This is an optimization exercise on Yosys and OpenROAD, whose aim is a short achievable clock period and few clock cycles, not a production implementation.
Function was checked by simulation only, so behaviour that the tests miss may differ from the original.
Power figures rest on the tool's default switching activity, not on a simulated workload.

==> flow/design.v (outline; a module is shown in full before it is edited, if it fits) <==
// module mul_s1: 1464 lines
// module mul_s2: 123 lines
// module mul_fuse: 185 lines
// module mul_pipe: 9 lines
// module NIOS_II: 207 lines
module NIOS_II(pc_out, inst_in, dmem_addr, dmem_wdata, dmem_we, dmem_re, dmem_rdata, clock, reset);
  // ...
==> flow/flow/run.sh <==
#!/bin/bash
set -euo pipefail
export SETUP_SLACK_MARGIN=${SETUP_SLACK_MARGIN_OVERRIDE:-12.8}
bash standard.sh finish > standard.log 2>&1
==> flow/standard.sh <==
#!/bin/bash
# synth_recipe.tcl (not shown) runs the flow's synth.tcl, then flattens the netlist and writes it again
# the make line also repeats each setting of config.mk as NAME=value (left out here)
make -C /OpenROAD-flow-scripts/flow DESIGN_CONFIG=/design/flow/config.mk WORK_HOME=/design/flow/orfs CLKGATE_MAP_FILE= SYNTH_SCRIPT=/design/flow/synth_recipe.tcl "${@:-finish}"
==> flow/config.mk <==
export PLATFORM = sky130hd
export DESIGN_NAME = NIOS_II
export DESIGN_NICKNAME = NIOS_II
export VERILOG_FILES = /design/flow/design.v
export SDC_FILE = /design/flow/constraint.sdc
export NUM_CORES = 4
export LEC_CHECK = 0
export ABC_CLOCK_PERIOD_IN_PS = 4000
export CAP_MARGIN = 20
export CORE_MARGIN = 2
export CORE_UTILIZATION = 45
export SLEW_MARGIN = 20
==> flow/constraint.sdc <==
create_clock -name core_clock -period 17.5 [get_ports {clock}]
set_input_delay 3.5000 -clock core_clock [delete_from_list [all_inputs] [get_ports {clock}]]
set_output_delay 3.5000 -clock core_clock [all_outputs]
set_load 0.01 [all_outputs]
==> run_results.csv, run 1 <==
group,metric,value,unit
cells_and_area,largest_cell_class,"registers",
setup_path,start_kind,"register",
cells_and_area,drive_above_1_share,12.4,%
setup_path,cp.buffers_inverters,1,
power,top_power_group,"registers",
timing,final-hold-violation-count,0,
cells_and_area,fillCellCount,18500,
power,p_switching,2.68,mW
clock_network,cts.repair.resized,698,
power,finalPower,10.5,mW
cells_and_area,seq_area_share,45.5,%
synthesis,synth.distinct_cells,86,
synthesis,synth_common_cells,"1183 x edfxtp_1, 727 x inv_1, 676 x a22oi_1",
power,swShare,25.6,%
floorplan,ios,164,
synthesis,synth.area.mux_share,1.06,%
synthesis,syn-cell-area,0.0955,mm²
power,pwr-share-clk,40.7,%
timing,rsz0062_at_grt,"true",
setup_path,cp_cell_sequence,"buf_2",
synthesis,synth_compound_area_share,15.6,%
cells_and_area,area_delta_synth_final,14.3,%
hold_path,whs_path_depth,0,
synthesis,synth.top_cells.by_area,"edfxtp_1 37%, dfxtp_1 12%, fa_1 9.8%",
timing,max_slew_margin,19.7,%
cells_and_area,regArea,0.0496,mm²
timing,timing.final.ws_setup,12.47,ns
setup_path,cp.depth,1,
global_route,grt_use_total,39.3,%
setup_path,r2r_start,"rs_a[21]",
outcome,status,"timing/DRC/antenna clean",
setup_path,rrSetupSlack,12.69,ns
cells_and_area,final_net_count,9195,
cells_and_area,buffers,431,
Testbench counts, summed over its fixed seeds: cycles 49,133.
==> module NIOS_II, before the edit <==
module NIOS_II(pc_out, inst_in, dmem_addr, dmem_wdata, dmem_we, dmem_re, dmem_rdata, clock, reset);
output [31:0] pc_out;
input  [31:0] inst_in;
output [31:0] dmem_addr;
output [31:0] dmem_wdata;
output dmem_we;
output dmem_re;
input  [31:0] dmem_rdata;
input clock;
input reset;
localparam [5:0] OP_ORHI = 6'h34, OP_ORI = 6'h14, OP_ADDI = 6'h04, OP_LDW = 6'h17,
                 OP_STW = 6'h15, OP_BLT = 6'h16, OP_BR = 6'h06, OP_RT = 6'h3A;
reg  [31:0] fpc;                  
reg  [31:0] npc;                  
reg  [31:0] ir;                   
reg         d_v;                  
reg  [31:0] d_pc4, d_pc8;         
reg         e_v, e_wr, e_add, e_or, e_ldw, e_mul, e_fuse, e_blt, e_br;
reg  [4:0]  e_rd;
reg  [31:0] e_a, e_y, e_b;        
reg  [31:0] e_ma, e_mb, e_fz;     
reg  [31:0] e_pc4, e_pc8;
reg         m_v, m_wr, m_mul;
reg  [4:0]  m_rd;
reg  [31:0] m_res;
reg  [31:0] rf [0:31];
reg  [31:0] rf_v;                 
reg  [31:0] r_daddr, r_wdata;
reg         r_we, r_re;
assign pc_out     = fpc;
assign dmem_addr  = r_daddr;
assign dmem_wdata = r_wdata;
assign dmem_we    = r_we;
assign dmem_re    = r_re;
wire [5:0]  f_op   = inst_in[5:0];
wire        f_br   = (f_op == OP_BLT) || (f_op == OP_BR);
wire [31:0] f_tgt  = {{16{inst_in[21]}}, inst_in[21:6]};
wire [31:0] f_tgt4 = f_tgt + 32'd4;
wire [5:0]  d_op   = ir[5:0];
wire [4:0]  d_ra   = ir[31:27];
wire [4:0]  d_rb   = ir[26:22];
wire [4:0]  d_rc   = ir[21:17];
wire [15:0] d_imm  = ir[21:6];
wire        d_rt   = d_op == OP_RT;
wire        d_radd = d_rt && ir[16:11] == 6'h31 && ir[10:6] == 5'd0;
wire        d_rmul = d_rt && ir[16:11] == 6'h27 && ir[10:6] == 5'd0;
wire        d_orhi = d_op == OP_ORHI;
wire        d_ori  = d_op == OP_ORI;
wire        d_addi = d_op == OP_ADDI;
wire        d_ldw  = d_op == OP_LDW;
wire        d_stw  = d_op == OP_STW;
wire        d_blt  = d_op == OP_BLT;
wire        d_brq  = d_op == OP_BR;
wire        d_usea = d_orhi | d_ori | d_addi | d_ldw | d_stw | d_blt | d_brq | d_radd | d_rmul;
wire        d_useb = d_stw | d_blt | d_brq | d_radd | d_rmul;
wire        d_wr   = d_orhi | d_ori | d_addi | d_ldw | d_rt;
wire [4:0]  d_rd   = d_rt ? d_rc : d_rb;
wire [31:0] d_simm = {{16{d_imm[15]}}, d_imm};
reg  ma_e, mb_e;                  
reg  mha_alu, mha_mul, mhb_alu, mhb_mul;    
reg  [31:0] sel_a, sel_b;         
reg  [31:0] rs_a, rs_b;           
reg  e_w;                         
wire eh_a = e_w && ma_e;
wire eh_b = e_w && mb_e;
wire fuse_a = e_mul && eh_a && !eh_b && (d_radd || d_addi);
wire fuse_b = e_mul && eh_b && !eh_a && d_radd;
wire d_fuse = fuse_a || fuse_b;
wire stall_e = (eh_a || eh_b) && (e_mul || e_fuse) && !d_fuse;
wire stall_ag = (d_ldw || d_stw) && (eh_a || mha_mul);
wire stall = d_v && (stall_e || stall_ag);
wire [31:0] e_res;                
wire [31:0] m_final;              
wire [31:0] mul_p, mul_pf;
reg  [31:0] rf_a, rf_b;
integer k;
always @(*) begin
  rf_a = 32'h0;
  rf_b = 32'h0;
  for (k = 0; k < 32; k = k + 1) begin
    rf_a = rf_a | (rf[k] & {32{rs_a[k]}});
    rf_b = rf_b | (rf[k] & {32{rs_b[k]}});
  end
end
wire [31:0] ag_a = (m_res & {32{mha_alu}}) | rf_a;     
wire [31:0] m_a  = ag_a | (mul_p & {32{mha_mul}});
wire [31:0] m_b  = (m_res & {32{mhb_alu}}) | (mul_p & {32{mhb_mul}}) | rf_b;
wire [31:0] v_a  = eh_a ? e_res : m_a;
wire [31:0] v_b  = eh_b ? e_res : m_b;
wire [31:0] d_addr = ag_a + d_simm;
reg         y_imm;                
wire [31:0] d_immv = d_addi ? d_simm : d_orhi ? {d_imm, 16'h0} : {16'h0, d_imm};
wire [31:0] d_y = y_imm ? d_immv : v_b;
wire [5:0]  f_opc  = inst_in[5:0];
wire        f_rt   = f_opc == OP_RT;
wire        f_usea = f_opc == OP_ORHI || f_opc == OP_ORI || f_opc == OP_ADDI || f_opc == OP_LDW ||
                     f_opc == OP_STW || f_opc == OP_BLT || f_opc == OP_BR ||
                     (f_rt && inst_in[10:6] == 5'd0 && (inst_in[16:11] == 6'h31 || inst_in[16:11] == 6'h27));
wire        f_useb = f_opc == OP_STW || f_opc == OP_BLT || f_opc == OP_BR ||
                     (f_rt && inst_in[10:6] == 5'd0 && (inst_in[16:11] == 6'h31 || inst_in[16:11] == 6'h27));
wire        nm_a   = stall ? ma_e : inst_in[31:27] == e_rd;    
wire        nm_b   = stall ? mb_e : inst_in[26:22] == e_rd;
wire        nmh_a  = e_w && nm_a;
wire        nmh_b  = e_w && nm_b;
wire [31:0] e_sum  = e_a + e_y;
wire        e_lt   = e_a < e_b;
wire [31:0] e_zx   = (e_a ^ e_b) ^ {(e_a[30:0] | e_b[30:0]), 1'b0};
wire        e_take = e_blt ? e_lt : (e_zx == 32'h0);
wire        misp   = e_v && (e_blt || e_br) && !e_take;
wire [31:0] e_alu  = e_add ? e_sum : e_or ? (e_a | e_y) : 32'h0;
assign e_res = e_ldw ? dmem_rdata : e_alu;
mul_pipe u_mul(.clock(clock), .a(e_ma), .b(e_mb), .z(e_fz), .p(mul_p), .pf(mul_pf));
assign m_final = m_mul ? mul_p : m_res;
wire d_go = d_v && !stall && !misp;
wire [31:0] e_yz  = (e_a ^ e_y) ^ {(e_a[30:0] | e_y[30:0]), 1'b0};
wire        early = d_v && d_blt && eh_b && !eh_a && e_add && !e_fuse &&
                    !mha_mul && (ag_a == 32'h0) && (e_yz == 32'h0);
always @(posedge clock or posedge reset) begin
  if (reset) begin
    fpc  <= 32'h0;
    npc  <= 32'h4;
    d_v  <= 1'b0;
    e_v  <= 1'b0;
    e_w  <= 1'b0;
    m_v  <= 1'b0;
    r_we <= 1'b0;
    r_re <= 1'b0;
  end else begin
    if (misp) begin
      fpc <= e_pc4;
      npc <= e_pc8;
    end else if (early) begin
      fpc <= d_pc4;
      npc <= d_pc8;
    end else if (!stall) begin
      fpc <= f_br ? f_tgt : npc;
      npc <= f_br ? f_tgt4 : npc + 32'd4;
    end
    if (misp || early)
      d_v <= 1'b0;
    else if (!stall)
      d_v <= 1'b1;
    e_v  <= d_go;
    e_w  <= d_go && d_wr;
    r_we <= d_go && d_stw;
    r_re <= d_go && d_ldw;
    m_v  <= e_v && e_wr;    
  end
end
always @(posedge clock) begin
  if (!stall) begin
    ir    <= inst_in;
    d_pc4 <= npc;
    d_pc8 <= npc + 32'd4;
    sel_a <= 32'h1 << inst_in[31:27];
    sel_b <= 32'h1 << inst_in[26:22];
    rs_a  <= (32'h1 << inst_in[31:27]) & rfv_next & {32{!nmh_a}};
    rs_b  <= (32'h1 << inst_in[26:22]) & rfv_next & {32{!nmh_b}};
    ma_e  <= inst_in[31:27] == d_rd && f_usea;
    mb_e  <= inst_in[26:22] == d_rd && f_useb;
    y_imm <= f_opc == OP_ADDI || f_opc == OP_ORHI || f_opc == OP_ORI;
  end else begin
    rs_a  <= sel_a & rfv_next & {32{!nmh_a}};
    rs_b  <= sel_b & rfv_next & {32{!nmh_b}};
    ma_e  <= d_ra == d_rd && d_usea;
    mb_e  <= d_rb == d_rd && d_useb;
  end
  mha_alu <= nmh_a && !e_mul;
  mha_mul <= nmh_a && e_mul;
  mhb_alu <= nmh_b && !e_mul;
  mhb_mul <= nmh_b && e_mul;
  e_wr   <= d_wr;
  e_rd   <= d_rd;
  e_add  <= d_radd | d_addi;
  e_or   <= d_orhi | d_ori;
  e_ldw  <= d_ldw;
  e_mul  <= d_rmul;
  e_fuse <= d_fuse;
  e_blt  <= d_blt && !early;
  e_br   <= d_brq;
  e_a    <= v_a;
  e_y    <= d_y;
  e_b    <= (d_blt || d_brq) ? v_b : 32'h0;
  e_ma   <= d_rmul ? v_a : 32'h0;
  e_mb   <= d_rmul ? v_b : 32'h0;
  e_fz   <= fuse_a ? (d_addi ? d_simm : v_b) : v_a;
  e_pc4  <= d_pc4;
  e_pc8  <= d_pc8;
  r_daddr <= d_addr;
  r_wdata <= v_b;
  m_wr   <= e_wr;
  m_rd   <= e_rd;
  m_mul  <= e_mul;
  m_res  <= e_fuse ? mul_pf : e_res;
end
wire [31:0] rfv_next = rf_v | ({31'h0, m_v} << m_rd);
always @(posedge clock or posedge reset) begin
  if (reset)
    rf_v <= 32'h0;
  else if (m_v)
    rf_v[m_rd] <= 1'b1;
end
always @(posedge clock) begin
  if (m_v)
    rf[m_rd] <= m_final;
end
endmodule
==> run 2, diff against run 1 <==
--- a/flow/design.v
+++ b/flow/design.v
@@ -1801,7 +1801,8 @@
 reg  [4:0]  e_rd;
 reg  [31:0] e_a, e_y, e_b;        
 reg  [31:0] e_ma, e_mb, e_fz;     
-reg  [31:0] e_pc4, e_pc8;
+reg  [31:0] e_pc4, e_pc8;         
+reg         e_pnt;                
 reg         m_v, m_wr, m_mul;
 reg  [4:0]  m_rd;
 reg  [31:0] m_res;
@@ -1831,6 +1832,7 @@
 wire        d_addi = d_op == OP_ADDI;
 wire        d_ldw  = d_op == OP_LDW;
 wire        d_stw  = d_op == OP_STW;
+reg         ir_pnt;               
 wire        d_blt  = d_op == OP_BLT;
 wire        d_brq  = d_op == OP_BR;
 wire        d_usea = d_orhi | d_ori | d_addi | d_ldw | d_stw | d_blt | d_brq | d_radd | d_rmul;
@@ -1888,19 +1890,30 @@
 wire        e_lt   = e_a < e_b;
 wire [31:0] e_zx   = (e_a ^ e_b) ^ {(e_a[30:0] | e_b[30:0]), 1'b0};
 wire        e_take = e_blt ? e_lt : (e_zx == 32'h0);
-wire        misp   = e_v && (e_blt || e_br) && !e_take;
+wire        misp   = e_v && (e_blt || e_br) && (e_take == e_pnt);
 wire [31:0] e_alu  = e_add ? e_sum : e_or ? (e_a | e_y) : 32'h0;
 assign e_res = e_ldw ? dmem_rdata : e_alu;
 mul_pipe u_mul(.clock(clock), .a(e_ma), .b(e_mb), .z(e_fz), .p(mul_p), .pf(mul_pf));
 assign m_final = m_mul ? mul_p : m_res;
 wire d_go = d_v && !stall && !misp;
+reg  [31:0] is_one;
+reg         pre_nt;               
+wire [31:0] is_one_nx;
+genvar gi;
+generate
+  for (gi = 0; gi < 32; gi = gi + 1) begin : g_one
+    assign is_one_nx[gi] = (m_v && m_rd == gi) ? (!m_mul && m_res == 32'h1) : is_one[gi];
+  end
+endgenerate
+wire        f_pnt  = (f_op == OP_BLT) && pre_nt && d_v;
 wire [31:0] e_yz  = (e_a ^ e_y) ^ {(e_a[30:0] | e_y[30:0]), 1'b0};
-wire        early = d_v && d_blt && eh_b && !eh_a && e_add && !e_fuse &&
+wire        early = d_v && d_blt && !ir_pnt && eh_b && !eh_a && e_add && !e_fuse &&
                     !mha_mul && (ag_a == 32'h0) && (e_yz == 32'h0);
 always @(posedge clock or posedge reset) begin
   if (reset) begin
     fpc  <= 32'h0;
     npc  <= 32'h4;
+    is_one <= 32'h0;
     d_v  <= 1'b0;
     e_v  <= 1'b0;
     e_w  <= 1'b0;
@@ -1915,13 +1928,14 @@
       fpc <= d_pc4;
       npc <= d_pc8;
     end else if (!stall) begin
-      fpc <= f_br ? f_tgt : npc;
-      npc <= f_br ? f_tgt4 : npc + 32'd4;
+      fpc <= (f_br && !f_pnt) ? f_tgt : npc;
+      npc <= (f_br && !f_pnt) ? f_tgt4 : npc + 32'd4;
     end
     if (misp || early)
       d_v <= 1'b0;
     else if (!stall)
       d_v <= 1'b1;
+    is_one <= is_one_nx;
     e_v  <= d_go;
     e_w  <= d_go && d_wr;
     r_we <= d_go && d_stw;
@@ -1932,6 +1946,8 @@
 always @(posedge clock) begin
   if (!stall) begin
     ir    <= inst_in;
+    ir_pnt <= f_pnt;
+    pre_nt <= f_opc == OP_ADDI && inst_in[21:6] == 16'hFFFF && is_one_nx[inst_in[31:27]];
     d_pc4 <= npc;
     d_pc8 <= npc + 32'd4;
     sel_a <= 32'h1 << inst_in[31:27];
@@ -1966,8 +1982,9 @@
   e_ma   <= d_rmul ? v_a : 32'h0;
   e_mb   <= d_rmul ? v_b : 32'h0;
   e_fz   <= fuse_a ? (d_addi ? d_simm : v_b) : v_a;
-  e_pc4  <= d_pc4;
-  e_pc8  <= d_pc8;
+  e_pc4  <= ir_pnt ? d_simm : d_pc4;
+  e_pc8  <= ir_pnt ? d_simm + 32'd4 : d_pc8;
+  e_pnt  <= ir_pnt;
   r_daddr <= d_addr;
   r_wdata <= v_b;
   m_wr   <= e_wr;
--- a/flow/config.mk
+++ b/flow/config.mk
@@ -8,5 +8,5 @@
 export ABC_CLOCK_PERIOD_IN_PS = 4000
 export CAP_MARGIN = 20
 export CORE_MARGIN = 2
-export CORE_UTILIZATION = 45
+export CORE_UTILIZATION = 40
 export SLEW_MARGIN = 20
==> run 2 against run 1 <==
Compared with the run above: still clean; synthesized cell count increased by 3.4%; via count increased by 4.7%; utilization decreased by 5.1 points; critical path type unchanged; critical endpoint is now pc_out[29].
==> run_results.csv, run 2 <==
group,metric,value,unit
outcome,status,"timing/DRC/antenna clean",
job,cap_violations,0,
floorplan,initial_utilization,40.3,%
clock_network,cts_buffer_depth,3,
clock_network,clock_latency,0.94,ns
synthesis,synth.area.mux_share,2.72,%
cells_and_area,fin_cells,12200,
placement,place_inst,11600,
synthesis,synth_top_area_cell,"edfxtp_1",
power,finalPower,10.8,mW
power,comb_power_share,9.7,%
setup_path,cp_slowest_cell,"dfrtp_2",
placement,port_buffers,163,
timing,timing.final.crit_period,5.06,ns
synthesis,synth_edf_count,1185,
synthesis,synth_common_cells,"1185 x edfxtp_1, 778 x inv_1, 704 x a22oi_1",
timing,rsz0062_at_grt,"true",
cells_and_area,reg_top3,"rf (1024), u_mul.rows (122)",
timing,worst_pin_slew,1.32,ns
synthesis,synthAdderAreaFrac,12.8,%
setup_path,end_kind,"output pin",
global_route,grt_pass1_wl,623,mm
setup_path,cp-startpoint,"fpc[29]",
placement,dp_hpwl,275,mm
clock_network,htree_levels,4,
routing,first_pass_iters,14,
placement,placed_area,0.104,mm²
synthesis,synthFlopType,"edfxtp_1",
cells_and_area,regMostFlops,"rf",
routing,viasPerCell,6.79,
timing,fmax,198,MHz
power,swShare,26.0,%
power,p_int,7.98,mW
global_route,first_global_vias,78100,
power,peakVddDrop,0.0000880,V
clock_network,clkTransAtPathRegs,0.06,ns
timing,fin_crit_sh,28.9,%
setup_path,crit_required,14.00,ns
routing,avgRoutedWirePerCell,37.7,µm
global_route,grt_use_total,35.6,%
floorplan,ios,164,
setup_path,r2r_start,"u_mul.rows[10]",
cells_and_area,area_delta_synth_final,15.4,%
routing,drc_errors,0,
setup_path,start_kind,"register",
power,p_seq_share,48.3,%
floorplan,core,0.244,mm²
cells_and_area,multi_input_area,0.0442,mm²
power,pwr-share-clk,42.0,%
routing,wirelength,459,mm
synthesis,synth_compound_area_share,14.7,%
floorplan,dieHeight,499,µm
timing,setup-violations-final,0,
synthesis,ys_ff_latch,1881,
global_route,overflow,0,
clock_network,root_buffer,"clkbuf_16",
synthesis,synth_top_family_by_area,"compound AO/OA/AOI/OAI gates",
global_route,grt_max_degree,77,
synthesis,synth-xor-area-share,2.66,%
clock_network,cts_made_buffers,199,
timing,max_slew_margin,11.3,%
cells_and_area,final_common_cell,"edfxtp_1",
synthesis,synthArstFlopShare,7.12,%
floorplan,dieArea,0.249,mm²
clock_network,cts.sink_count,1881,
setup_path,cp_cell_sequence,"buf_6",
global_route,antenna_found_initial,48,
synthesis,synth_cells,8555,
timing,holdWs,0.372,ns
synthesis,synth_top_area_share,36.2,%
cells_and_area,final_cell_mix,"1185 x edfxtp_1, 776 x inv_1, 702 x a22oi_1, 477 x and2_1, 464 x fa_1",
placement,gp_congestion,1.01,
synthesis,syn-cell-area,0.0982,mm²
floorplan,chipWidth,499,µm
cells_and_area,fillCellCount,22000,
synthesis,ys_warn_count,2,
clock_network,cts_tree,"done",
timing,finalClockSkew,0.0791,ns
cells_and_area,final_net_count,9527,
hold_path,hp-class,"reg2reg",
cells_and_area,largest_reg_flops,1024,
routing,vias,82700,
power,cellLeakagePower,44.7,nW
clock_network,cts.hold.buffers_added,0,
setup_path,cp.buffers_inverters,1,
setup_path,worst_ep_arrival_time,1.56,ns
routing,drtIter0Drc,17400,
timing,drv_slew,0,
floorplan,row_count,181,
cells_and_area,drive_above_1_share,13.7,%
cells_and_area,design_area,0.113,mm²
synthesis,ys_seq_area_share,51.1,%
timing,final-hold-violation-count,0,
power,p_switching,2.81,mW
hold_path,min_from,"e_rd[3]",
synthesis,synth-simple-area-share,10.9,%
cells_and_area,regArea,0.0504,mm²
setup_path,critical_path_class,"reg2out",
setup_path,crit_family,"flip-flops",
synthesis,synth.top_cells.by_area,"edfxtp_1 36%, dfxtp_1 11%, fa_1 9.5%",
setup_path,cpPeakStageDelay,0.49,ns
routing,antenna_left,0,
synthesis,synth_nets,9346,
synthesis,syn_area_per_cell,11.5,µm²
synthesis,synth.most_common_cell,"edfxtp_1",
power,p_per_area,95.2,mW/mm²
setup_path,path_max_fanout,2,
synthesis,synth.distinct_cells,89,
timing,tns,0,ns
## run 2: cell count changes in the layout (fill, tap and decap cells not counted), sizes merged, moves of 39 or more
| cell | delta |
|---|---|
| o21bai | -39 |
| inv | +41 |
| nor2 | +68 |
| a221oi | -57 |
| nand2 | -42 |
| mux2 | +54 |
| buf | +51 |
| mux2i | +80 |
## run 2: final cells by class
class | instances | area share [%]
timing repair buffer | 482 | 4.03
timing repair inverter | 2 | 0.0110
inverter | 780 | 2.59
sequential | 1881 | 44.5
clock buffer | 250 | 4.86
multi-input combinational | 5390 | 39.0
tap | 3202 | 3.54
clock inverter | 125 | 1.32
antenna | 60 | 0.133
## run 2: cells by family after synthesis
group | count (synthesis)
fa+ha+maj | 725
simple gates | 2086
mux | 238
flops | 1881
buf+inv | 1287
xor+xnor | 298
compound gates | 2040
## run 2: metrics by stage
stage          util [%]  setup WS, ns
6_report           46.5         12.44
2_1_floorplan         -         12.34
4_1_cts            46.1         12.39
3_5_place_dp       42.7         11.02
3_3_place_gp       42.7         11.05
5_1_grt            46.4         12.42
## run 2: power groups by stage
stage,combinational [mW],sequential (mW),clock [mW]
detailed placement,0.984,5.29,0
finish,1.04,5.21,4.53
global placement,0.966,5.28,0
floorplan,0.580,5.20,0
CTS,0.995,5.21,4.52
global route,1.11,5.23,4.69
## run 2: final timing paths
kind	end	slack [ns]	depth (start not counted)
worst max-delay path	pc_out[29]	12.44	1
worst min-delay path	m_rd[3]	0.37	0
worst max register to register	e_y[18]	12.62	14
worst min register to register	m_rd[3]	0.37	0
max in group asynchronous	npc[2]	13.02	4
min in group asynchronous	rf_v[10]	3.17	2
## run 2: what timing repair did
action                                  4_1_cts  5_1_grt
setup buffers                                52       38
pin swaps                                    19       14
endpoints found under the setup margin      944      701
gates resized for setup                     688      125
cloned                                        4        4
## run 2: layer usage
metal | global-route usage, % | vias to the layer above | routed length [µm]
li1 | - | 31500 | -
met2 | 48.5 | 8262 | 180000
met3 | 16.7 | 2368 | 76500
met4 | 23.4 | 48 | 40400
met1 | 44.8 | 40500 | 161000
met5 | 1.33 | - | 673
Testbench counts of run 2, summed over its fixed seeds: cycles 48,516.

==> re-timing with driven ports <==
In the flow no input, the clock included, has a driving cell. The finished layouts below were timed again as built, in two steps.
Step 1 (the two cells are an assumption about what drives the block):
set clk [get_ports {clock}]
set_driving_cell -lib_cell sky130_fd_sc_hd__clkbuf_16 $clk
set_driving_cell -lib_cell sky130_fd_sc_hd__buf_2 [delete_from_list [all_inputs] $clk]
Step 2 also shifts input and output timing later by t, the mid clock arrival at the registers, as if the neighbouring blocks saw the same clock.
Slacks: ideal ports / drivers / drivers and shift; pairs: ideal ports / drivers.
| run | t, ns | setup slack, ns | worst register clock-pin slew, ns | worst data-port slew with drivers (ns) |
|---|---|---|---|---|
| run 1 | 0.972 | 12.474 / 12.395 / 11.888 | 0.07 / 0.07 | 0.11 |
| run 2 | 0.999 | 12.439 / 12.342 / 11.868 | 0.07 / 0.07 | 0.13 |
After both steps every run listed still meets setup and hold. The setup slack of run 1, which loses most, moves by -0.079 ns with the drivers and by -0.586 ns with both steps.
